This is an optimization exercise on Yosys and OpenROAD, whose aim is a short achievable clock period and few clock cycles, not a production implementation.
Where RTL was checked, it was by simulation tests only, not by an equivalence proof against the original.
No activity file was given, so power comes from the tool's default toggle rates.

==> job 354 <==
==> flow/design.v (excerpt) <==
module mips_pipeline(clk, rst, imem_addr, imem_rdata, dmem_addr, dmem_wdata, dmem_we, dmem_rdata);
    input clk, rst;
    output [31:0] imem_addr;
    input  [31:0] imem_rdata;
    output [31:0] dmem_addr, dmem_wdata;
    output dmem_we;
    input  [31:0] dmem_rdata;
    localparam D_ALUR = 0, D_MFHI = 1, D_MFLO = 2, D_DIVU = 3, D_ORI = 4, D_LW = 5, D_SW = 6,
               D_BEQ = 7, D_BNE = 8, D_J = 9, D_ADD = 10, D_SUB = 11, D_AND = 12, D_OR = 13,
               D_SLT = 14, D_SLL = 15, D_URS = 16, D_URT = 17, D_IMM = 18, D_WR = 19;
    function [19:0] dec;
        input [31:0] w;
        reg [5:0] op, fn;
        reg r, sll, mfhi, mflo, divu, add, sub, aand, oor, slt, ori, lw, sw, beq, bne, j, alur;
        begin
            op = w[31:26];
            fn = w[5:0];
            r    = (op == 6'd0);
            sll  = r & (fn == 6'd0);
            mfhi = r & (fn == 6'd10);
            mflo = r & (fn == 6'd12);
            divu = r & (fn == 6'd27);
            add  = r & (fn == 6'd32);
            sub  = r & (fn == 6'd34);
            aand = r & (fn == 6'd36);
            oor  = r & (fn == 6'd37);
            slt  = r & (fn == 6'd42);
            j    = (op == 6'd2);
            beq  = (op == 6'd4);
            bne  = (op == 6'd5);
            ori  = (op == 6'd13);
            lw   = (op == 6'd35);
            sw   = (op == 6'd43);
            alur = sll | add | sub | aand | oor | slt;
            dec = 20'd0;
            dec[D_ALUR] = alur;
            dec[D_MFHI] = mfhi;
            dec[D_MFLO] = mflo;
            dec[D_DIVU] = divu;
            dec[D_ORI]  = ori;
            dec[D_LW]   = lw;
            dec[D_SW]   = sw;
            dec[D_BEQ]  = beq;
  ...
Settings: LEC_CHECK=0, ABC_CLOCK_PERIOD_IN_PS=4000, CAP_MARGIN=20, CORE_MARGIN=2, CORE_UTILIZATION=38, PLACE_DENSITY=0.55, SLEW_MARGIN=20, SYNTH_HIERARCHICAL=1; clock period 15.0 ns.
standard.sh (not shown) runs the stock make flow with config.mk's settings and CLKGATE_MAP_FILE= SYNTH_SCRIPT=/design/flow/synth_recipe.tcl, a recipe that flattens the netlist after the stock synthesis.
==> flow/flow/run.sh <==
#!/bin/bash
set -euo pipefail
bash standard.sh SETUP_SLACK_MARGIN=${FLOW_SETUP_MARGIN:-11} finish > standard_flow.log 2>&1
==> job 7228 (differences from job 354) <==
Settings changed: CORE_UTILIZATION 38 to 30, PLACE_DENSITY 0.55 to 0.5.
==> job 2034 (differences from job 354) <==
--- a/flow/design.v
+++ b/flow/design.v
@@ -359,17 +359,11 @@
                     .busy(div_busy), .hi(hi), .lo(lo));
     assign dmem_addr  = mem_addr;
     assign dmem_wdata = mem_st;
     assign dmem_we    = mem_sw;
     wire [31:2] pc_n = rst ? 30'd0 : mispredict ? alt : (!stall && have0) ? f_next : pc;
-    wire [31:0] oh_pc4 = pc_oh1;
-    wire [31:0] oh_pc8 = {pc_oh1[30:0], pc_oh1[31]};
-    wire [31:0] oh_tg0 = 32'd1 << tg0[6:2];
-    wire [31:0] oh_tg1 = 32'd1 << tg1[6:2];
-    wire [31:0] oh_alt = 32'd1 << alt[6:2];
-    wire [31:0] oh_fnx = pair ? ((pd1[P_J] | pd1[P_P]) ? oh_tg1 : oh_pc8) : (ctl0 ? oh_tg0 : oh_pc4);
-    wire [31:0] pc_noh = rst ? 32'd1 : mispredict ? oh_alt : (!stall && have0) ? oh_fnx : pc_oh0;
+    wire [31:0] pc_noh = 32'd1 << pc_n[6:2];
     always @(posedge clk) begin
         flush_q <= ~rst & mispredict;
         pc     <= pc_n;
         pc_oh0 <= pc_noh;
         pc_oh1 <= {pc_noh[30:0], pc_noh[31]};
Settings changed: CORE_UTILIZATION 38 to 30, PLACE_DENSITY 0.55 to 0.5.
==> summary of the runs <==
Job 2034 produced a clean layout. Job 354 ran to the end with no violations. Job 7228 ran to the end with no violations.
Worst setup slack, lowest first: job 2034, job 354, job 7228.
Against job 2034, the total power of job 7228 is smaller by 2.9%.
Design area: job 2034 is higher than job 354 (2.7%).
Of job 354 and job 2034, job 2034 has the higher critical path depth (gap 16).
Non-clock buffer count: job 354 < job 7228 < job 2034.
Count of clock-buffer cells in the layout, highest first: job 7228, job 2034, job 354.
Sequential share of layout area, highest first: job 354, job 7228, job 2034.
Clock skew: job 7228 > job 2034 > job 354.
The highest combinational power belongs to job 2034, the lowest to job 354.
Final cell count: job 354 < job 7228 < job 2034.
Testbench counts of job 354, summed over its fixed seeds: cycles 94,241.
Testbench counts of job 7228, summed over its fixed seeds: cycles 94,241.
Testbench counts of job 2034, summed over its fixed seeds: cycles 94,241.

==> 05-13 <==
==> flow/design.v <==
module Divider(clk, rst, start, a, b, busy, hi, lo);
    parameter STEPS = 2;
    localparam N = 16 / STEPS;
    input clk, rst, start;
    input [31:0] a, b;
    output reg busy;
    output [31:0] hi, lo;
    reg [31:0] R, Q, D;
    reg [33:0] D3;
    reg [4:0]  cnt;
    reg [31:0] r, q;
    reg [33:0] x;
    reg [34:0] s1, s2, s3;
    integer i;
    always @(*) begin
        r = R;
        q = Q;
        for (i = 0; i < STEPS; i = i + 1) begin
            x  = {r, q[31:30]};
            s1 = {1'b0, x} - {3'b0, D};
            s2 = {1'b0, x} - {2'b0, D, 1'b0};
            s3 = {1'b0, x} - {1'b0, D3};
            if (!s3[34])      begin r = s3[31:0]; q = {q[29:0], 2'd3}; end
            else if (!s2[34]) begin r = s2[31:0]; q = {q[29:0], 2'd2}; end
            else if (!s1[34]) begin r = s1[31:0]; q = {q[29:0], 2'd1}; end
            else              begin r = x[31:0];  q = {q[29:0], 2'd0}; end
        end
    end
    always @(posedge clk) begin
        if (rst)
            busy <= 1'b0;
        else if (start)
            busy <= 1'b1;
        else if (busy && cnt == 5'd1)
            busy <= 1'b0;
        if (start) begin
            R   <= 32'd0;
            Q   <= a;
            D   <= b;
            D3  <= {2'b0, b} + {1'b0, b, 1'b0};
            cnt <= N;
        end
        else if (busy) begin
            R   <= r;
            Q   <= q;
            cnt <= cnt - 5'd1;
        end
    end
    assign hi = R;
    assign lo = Q;
endmodule
module mips_pipeline(clk, rst, imem_addr, imem_rdata, dmem_addr, dmem_wdata, dmem_we, dmem_rdata);
    input clk, rst;
    output [31:0] imem_addr;
    input  [31:0] imem_rdata;
    output [31:0] dmem_addr, dmem_wdata;
    output dmem_we;
    input  [31:0] dmem_rdata;
    reg  [31:2] pc;
    reg         id_valid;
    reg  [31:0] id_instr;
    reg  [31:2] id_pc4;
    reg         ex_we, ex_lw, ex_sw, ex_beq, ex_bne, ex_pred, ex_divu;
    reg  [4:0]  ex_dst;
    reg  [31:0] ex_a, ex_b, ex_t;
    reg         ex_fa_mem, ex_fa_wb, ex_fb_mem, ex_fb_wb, ex_ft_mem, ex_ft_wb;
    reg         ex_op_add, ex_op_sub, ex_op_and, ex_op_or, ex_op_slt, ex_op_sll;
    reg  [31:2] ex_alt;
    reg         mem_we, mem_lw, mem_sw;
    reg  [4:0]  mem_dst;
    reg  [31:0] mem_res, mem_st;
    reg         wb_we;
    reg  [4:0]  wb_dst;
    reg  [31:0] wb_val;
    reg  [31:0] rf [1:31];
    wire [31:2] pc4 = pc + 30'd1;
    assign imem_addr = {pc, 2'b00};
    wire [5:0]  op  = id_instr[31:26];
    wire [4:0]  rs  = id_instr[25:21];
    wire [4:0]  rt  = id_instr[20:16];
    wire [4:0]  rd  = id_instr[15:11];
    wire [5:0]  fn  = id_instr[5:0];
    wire [31:0] simm = {{16{id_instr[15]}}, id_instr[15:0]};
    wire is_r   = (op == 6'd0);
    wire r_sll  = is_r & (fn == 6'd0);
    wire r_mfhi = is_r & (fn == 6'd10);
    wire r_mflo = is_r & (fn == 6'd12);
    wire r_divu = is_r & (fn == 6'd27);
    wire r_add  = is_r & (fn == 6'd32);
    wire r_sub  = is_r & (fn == 6'd34);
    wire r_and  = is_r & (fn == 6'd36);
    wire r_or   = is_r & (fn == 6'd37);
    wire r_slt  = is_r & (fn == 6'd42);
    wire i_j    = (op == 6'd2);
    wire i_beq  = (op == 6'd4);
    wire i_bne  = (op == 6'd5);
    wire i_ori  = (op == 6'd13);
    wire i_lw   = (op == 6'd35);
    wire i_sw   = (op == 6'd43);
    wire r_alu   = r_sll | r_add | r_sub | r_and | r_or | r_slt;
    wire wr_rd   = r_alu | r_mfhi | r_mflo;
    wire wr_rt   = i_ori | i_lw;
    wire [4:0] dst = wr_rd ? rd : rt;
    wire id_we   = id_valid & (wr_rd | wr_rt) & (dst != 5'd0);
    wire use_rs  = r_alu | r_divu | i_ori | i_lw | i_sw | i_beq | i_bne;
    wire use_rt  = r_alu | r_divu | i_sw | i_beq | i_bne;
    wire use_imm = i_ori | i_lw | i_sw;
    wire is_br   = i_beq | i_bne;
    wire pred    = is_br & id_instr[15];             
    wire [31:0] rf_rs = (rs == 5'd0) ? 32'd0 : (wb_we && wb_dst == rs) ? wb_val : rf[rs];
    wire [31:0] rf_rt = (rt == 5'd0) ? 32'd0 : (wb_we && wb_dst == rt) ? wb_val : rf[rt];
    wire fa_mem = use_rs & ex_we  & (ex_dst  == rs);
    wire fa_wb  = use_rs & mem_we & (mem_dst == rs) & ~fa_mem;
    wire ft_mem = use_rt & ex_we  & (ex_dst  == rt);
    wire ft_wb  = use_rt & mem_we & (mem_dst == rt) & ~ft_mem;
    wire        div_busy;
    wire [31:0] hi, lo;
    wire load_use = ex_lw & ((use_rs & ex_dst == rs) | (use_rt & ex_dst == rt));
    wire div_wait = (r_mfhi | r_mflo) & (div_busy | ex_divu);
    wire stall    = id_valid & (load_use | div_wait);
    wire [31:2] br_target = id_pc4 + simm[29:0];
    wire [31:2] id_target = i_j ? {id_pc4[31:28], id_instr[25:0]} : br_target;
    wire id_redirect = id_valid & (i_j | pred);
    wire [31:0] a = ex_fa_mem ? mem_res : ex_fa_wb ? wb_val : ex_a;
    wire [31:0] b = ex_fb_mem ? mem_res : ex_fb_wb ? wb_val : ex_b;
    wire [31:0] t = ex_ft_mem ? mem_res : ex_ft_wb ? wb_val : ex_t;
    wire [31:0] sum  = a + b;
    wire [31:0] diff = a - b;
    wire [31:0] shl  = a << b[4:0];
    wire [31:0] res  = ({32{ex_op_add}} & sum)
                     | ({32{ex_op_sub}} & diff)
                     | ({32{ex_op_and}} & (a & b))
                     | ({32{ex_op_or}}  & (a | b))
                     | ({32{ex_op_sll}} & shl)
                     | {31'd0, ex_op_slt & diff[31]};
    wire eq = (a == t);
    wire mispredict = ((ex_beq & eq) | (ex_bne & ~eq)) ^ ex_pred & (ex_beq | ex_bne);
    Divider divider(.clk(clk), .rst(rst), .start(ex_divu), .a(a), .b(t),
                    .busy(div_busy), .hi(hi), .lo(lo));
    assign dmem_addr  = mem_res;
    assign dmem_wdata = mem_st;
    assign dmem_we    = mem_sw;
    always @(posedge clk) begin
        if (rst)
            pc <= 30'd0;
        else if (mispredict)
            pc <= ex_alt;
        else if (stall)
            pc <= pc;
        else if (id_redirect)
            pc <= id_target;
        else
            pc <= pc4;
        if (rst || mispredict || (id_redirect && !stall))
            id_valid <= 1'b0;
        else if (!stall) begin
            id_valid <= 1'b1;
            id_instr <= imem_rdata;
            id_pc4   <= pc4;
        end
        if (rst || mispredict || stall || !id_valid) begin
            ex_we <= 1'b0; ex_lw <= 1'b0; ex_sw <= 1'b0;
            ex_beq <= 1'b0; ex_bne <= 1'b0; ex_divu <= 1'b0;
        end
        else begin
            ex_we <= id_we; ex_lw <= i_lw; ex_sw <= i_sw;
            ex_beq <= i_beq; ex_bne <= i_bne; ex_divu <= r_divu;
        end
        ex_pred   <= pred;
        ex_dst    <= dst;
        ex_a      <= r_mfhi ? hi : r_mflo ? lo : rf_rs;
        ex_b      <= use_imm ? simm : rf_rt;
        ex_t      <= rf_rt;
        ex_fa_mem <= fa_mem;
        ex_fa_wb  <= fa_wb;
        ex_fb_mem <= ft_mem & ~use_imm;
        ex_fb_wb  <= ft_wb & ~use_imm;
        ex_ft_mem <= ft_mem;
        ex_ft_wb  <= ft_wb;
        ex_op_add <= r_add | i_lw | i_sw;
        ex_op_sub <= r_sub;
        ex_op_and <= r_and;
        ex_op_or  <= r_or | i_ori | r_mfhi | r_mflo;
        ex_op_slt <= r_slt;
        ex_op_sll <= r_sll;
        ex_alt    <= pred ? id_pc4 : br_target;
        if (rst) begin
            mem_we <= 1'b0; mem_lw <= 1'b0; mem_sw <= 1'b0;
        end
        else begin
            mem_we <= ex_we; mem_lw <= ex_lw; mem_sw <= ex_sw;
        end
        mem_dst <= ex_dst;
        mem_res <= res;
        mem_st  <= t;
        if (rst)
            wb_we <= 1'b0;
        else
            wb_we <= mem_we;
        wb_dst <= mem_dst;
        wb_val <= mem_lw ? dmem_rdata : mem_res;
        if (wb_we)
            rf[wb_dst] <= wb_val;
    end
endmodule
==> flow/run.sh <==
#!/bin/bash
# synth_recipe.tcl (not shown) runs the flow's synth.tcl, then flattens the netlist and writes it again
# the make line also repeats each setting of config.mk as NAME=value (left out here)
make -C /OpenROAD-flow-scripts/flow DESIGN_CONFIG=/design/flow/config.mk WORK_HOME=/design/flow/orfs CLKGATE_MAP_FILE= SYNTH_SCRIPT=/design/flow/synth_recipe.tcl finish
==> flow/config.mk <==
export PLATFORM = sky130hd
export DESIGN_NAME = mips_pipeline
export DESIGN_NICKNAME = mips_pipeline
export VERILOG_FILES = /design/flow/design.v
export SDC_FILE = /design/flow/constraint.sdc
export NUM_CORES = 4
export LEC_CHECK = 0
export CAP_MARGIN = 20
export CORE_MARGIN = 2
export CORE_UTILIZATION = 40
export PLACE_DENSITY = 0.6
export SLEW_MARGIN = 20
==> flow/constraint.sdc <==
create_clock -name core_clock -period 15.0 [get_ports {clk}]
set_input_delay 3.0000 -clock core_clock [delete_from_list [all_inputs] [get_ports {clk}]]
set_output_delay 3.0000 -clock core_clock [all_outputs]
set_load 0.01 [all_outputs]
==> 06-14: changes against 05-13 <==
--- a/flow/design.v
+++ b/flow/design.v
@@ -62,2 +62,7 @@
     reg  [31:2] id_pc4;
+    reg         id_bp;           
+    reg  [3:0]  btb_v;
+    reg  [31:2] btb_tag [0:3];
+    reg  [31:2] btb_tgt [0:3];
+    reg  [1:0]  btb_ptr;
     reg         ex_we, ex_lw, ex_sw, ex_beq, ex_bne, ex_pred, ex_divu;
@@ -77,2 +82,13 @@
     assign imem_addr = {pc, 2'b00};
+    reg  [3:0]  btb_hit_i;
+    reg  [31:2] btb_pc;
+    integer k;
+    always @(*) begin
+        btb_pc = 30'd0;
+        for (k = 0; k < 4; k = k + 1) begin
+            btb_hit_i[k] = btb_v[k] & (btb_tag[k] == pc);
+            btb_pc = btb_pc | ({30{btb_hit_i[k]}} & btb_tgt[k]);
+        end
+    end
+    wire btb_hit = |btb_hit_i;
     wire [5:0]  op  = id_instr[31:26];
@@ -122,3 +138,5 @@
     wire [31:2] id_target = i_j ? {id_pc4[31:28], id_instr[25:0]} : br_target;
-    wire id_redirect = id_valid & (i_j | pred);
+    wire id_taken    = i_j | pred;
+    wire id_redirect = id_valid & (id_taken ^ id_bp);
+    wire [31:2] id_next = id_bp ? id_pc4 : id_target;
     wire [31:0] a = ex_fa_mem ? mem_res : ex_fa_wb ? wb_val : ex_a;
@@ -150,5 +168,17 @@
         else if (id_redirect)
-            pc <= id_target;
+            pc <= id_next;
+        else if (btb_hit)
+            pc <= btb_pc;
         else
             pc <= pc4;
+        if (rst) begin
+            btb_v   <= 4'd0;
+            btb_ptr <= 2'd0;
+        end
+        else if (id_redirect && id_taken && !stall && !mispredict) begin
+            btb_v[btb_ptr]   <= 1'b1;
+            btb_tag[btb_ptr] <= id_pc4 - 30'd1;
+            btb_tgt[btb_ptr] <= id_target;
+            btb_ptr          <= btb_ptr + 2'd1;
+        end
         if (rst || mispredict || (id_redirect && !stall))
@@ -159,2 +189,3 @@
             id_pc4   <= pc4;
+            id_bp    <= btb_hit;
         end
==> flow/flow/run.sh (new file) <==
#!/bin/bash
set -euo pipefail
bash standard.sh SETUP_SLACK_MARGIN=${FLOW_SETUP_MARGIN:-11} finish > standard_flow.log 2>&1
==> flow/standard.sh (new file) <==
#!/bin/bash
# synth_recipe.tcl (not shown) runs the flow's synth.tcl, then flattens the netlist and writes it again
# the make line also repeats each setting of config.mk as NAME=value (left out here)
make -C /OpenROAD-flow-scripts/flow DESIGN_CONFIG=/design/flow/config.mk WORK_HOME=/design/flow/orfs CLKGATE_MAP_FILE= SYNTH_SCRIPT=/design/flow/synth_recipe.tcl "${@:-finish}"
--- a/flow/config.mk
+++ b/flow/config.mk
@@ -7,2 +7,3 @@
 export LEC_CHECK = 0
+export ABC_CLOCK_PERIOD_IN_PS = 4000
 export CAP_MARGIN = 20
removed: flow/run.sh
==> 01-02: changes against 05-13 <==
--- a/flow/design.v
+++ b/flow/design.v
@@ -1,3 +1,3 @@
 module Divider(clk, rst, start, a, b, busy, hi, lo);
-    parameter STEPS = 2;
+    parameter STEPS = 1;
     localparam N = 16 / STEPS;
@@ -62,2 +62,7 @@
     reg  [31:2] id_pc4;
+    reg         id_bp;           
+    reg  [3:0]  btb_v;
+    reg  [31:2] btb_tag [0:3];
+    reg  [31:2] btb_tgt [0:3];
+    reg  [1:0]  btb_ptr;
     reg         ex_we, ex_lw, ex_sw, ex_beq, ex_bne, ex_pred, ex_divu;
@@ -77,2 +82,13 @@
     assign imem_addr = {pc, 2'b00};
+    reg  [3:0]  btb_hit_i;
+    reg  [31:2] btb_pc;
+    integer k;
+    always @(*) begin
+        btb_pc = 30'd0;
+        for (k = 0; k < 4; k = k + 1) begin
+            btb_hit_i[k] = btb_v[k] & (btb_tag[k] == pc);
+            btb_pc = btb_pc | ({30{btb_hit_i[k]}} & btb_tgt[k]);
+        end
+    end
+    wire btb_hit = |btb_hit_i;
     wire [5:0]  op  = id_instr[31:26];
@@ -122,3 +138,5 @@
     wire [31:2] id_target = i_j ? {id_pc4[31:28], id_instr[25:0]} : br_target;
-    wire id_redirect = id_valid & (i_j | pred);
+    wire id_taken    = i_j | pred;
+    wire id_redirect = id_valid & (id_taken ^ id_bp);
+    wire [31:2] id_next = id_bp ? id_pc4 : id_target;
     wire [31:0] a = ex_fa_mem ? mem_res : ex_fa_wb ? wb_val : ex_a;
@@ -150,5 +168,17 @@
         else if (id_redirect)
-            pc <= id_target;
+            pc <= id_next;
+        else if (btb_hit)
+            pc <= btb_pc;
         else
             pc <= pc4;
+        if (rst) begin
+            btb_v   <= 4'd0;
+            btb_ptr <= 2'd0;
+        end
+        else if (id_redirect && id_taken && !stall && !mispredict) begin
+            btb_v[btb_ptr]   <= 1'b1;
+            btb_tag[btb_ptr] <= id_pc4 - 30'd1;
+            btb_tgt[btb_ptr] <= id_target;
+            btb_ptr          <= btb_ptr + 2'd1;
+        end
         if (rst || mispredict || (id_redirect && !stall))
@@ -159,2 +189,3 @@
             id_pc4   <= pc4;
+            id_bp    <= btb_hit;
         end
==> flow/flow/run.sh (new file) <==
#!/bin/bash
set -euo pipefail
bash standard.sh SETUP_SLACK_MARGIN=${FLOW_SETUP_MARGIN:-11} finish > standard_flow.log 2>&1
==> flow/standard.sh (new file) <==
#!/bin/bash
# synth_recipe.tcl (not shown) runs the flow's synth.tcl, then flattens the netlist and writes it again
# the make line also repeats each setting of config.mk as NAME=value (left out here)
make -C /OpenROAD-flow-scripts/flow DESIGN_CONFIG=/design/flow/config.mk WORK_HOME=/design/flow/orfs CLKGATE_MAP_FILE= SYNTH_SCRIPT=/design/flow/synth_recipe.tcl "${@:-finish}"
--- a/flow/config.mk
+++ b/flow/config.mk
@@ -7,2 +7,3 @@
 export LEC_CHECK = 0
+export ABC_CLOCK_PERIOD_IN_PS = 4000
 export CAP_MARGIN = 20
removed: flow/run.sh
==> comparison table <==
metric                                                                     06-14          05-13       01-02
Hold endpoint                                                          wb_dst[3]     mem_dst[1]   wb_dst[3]
Antenna Diode Count                                                           13              8           4
Proportion of cell area spent on the clock network                         5.50%          5.73%       5.67%
Met1 Wirelength                                                        146000 um      122000 um   130000 um
Layout overhead on the synthesized area                                    22.6%          12.6%       19.6%
Final layout net count                                                      8753           7384        7705
Fraction of the mapped netlist area in compound gates                      12.4%          12.8%       10.5%
Outcome                                         no timing/DRC/antenna violations  no timing/DRC/antenna violations  no timing/DRC/antenna violations
Global placement routability congestion                                    0.968          0.985       0.952
Minimum clock period after layout                                        6.41 ns        8.85 ns     4.42 ns
Max Fclk                                                                 156 MHz        113 MHz     226 MHz
Tapcell count                                                               3185           2821        3009
Total power divided by cell area                                      125 nW/um2     129 nW/um2  133 nW/um2
Number of antenna violations at the first check in global routing             24             17          10
Reg-to-Reg Start                                                   divider.Q[31]  divider.Q[30]    ex_fb_wb
DR WL met3                                                              37100 um       29500 um    30400 um
Number of buffers inserted during clock tree synthesis                       189            166         184
Vias in the first global route                                             71.0k          59.9k       63.1k
Testbench counts of 01-02, summed over its fixed seeds: cycles 134,033.
No functional check of the RTL was part of 05-13 and 06-14.

## separate check: timing with driven ports
Ports are ideal in the flow. The routed layouts listed here were re-timed in OpenROAD. Step 1, drivers: a clkbuf_16 drives clk and a buf_2 each remaining input, both assumed. Step 2 times the ports against the registers' clock, not the clock port: input delays grow and output delays shrink by t, the midpoint of the rising clock arrivals with the driver on. Slacks: ideal ports / drivers / drivers and shift; pairs: ideal ports / drivers.
run	shift t [ns]	setup slack, ns	worst setup path after step 2	worst register clock-pin slew, ns	worst slew at a driven data input, ns
job 354	1.308	10.161 / 10.011 / 9.921	input to register	0.07 / 0.07	0.37
job 7228	1.223	10.187 / 10.050 / 9.638	input to register	0.08 / 0.08	0.32
job 2034	1.244	9.897 / 9.897 / 9.720	input to register	0.08 / 0.08	0.10
05-13	0.909	6.154 / 6.154 / 6.154	register to register	0.07 / 0.07	0.09
06-14	0.961	8.588 / 8.588 / 8.588	register to register	0.07 / 0.07	0.05
01-02	0.919	10.581 / 10.494 / 10.175	input to register	0.07 / 0.07	0.14
After both steps setup and hold are still met in every run listed. The setup slack of job 7228, which loses most, moves by -0.137 ns with the drivers and by -0.549 ns with both steps.
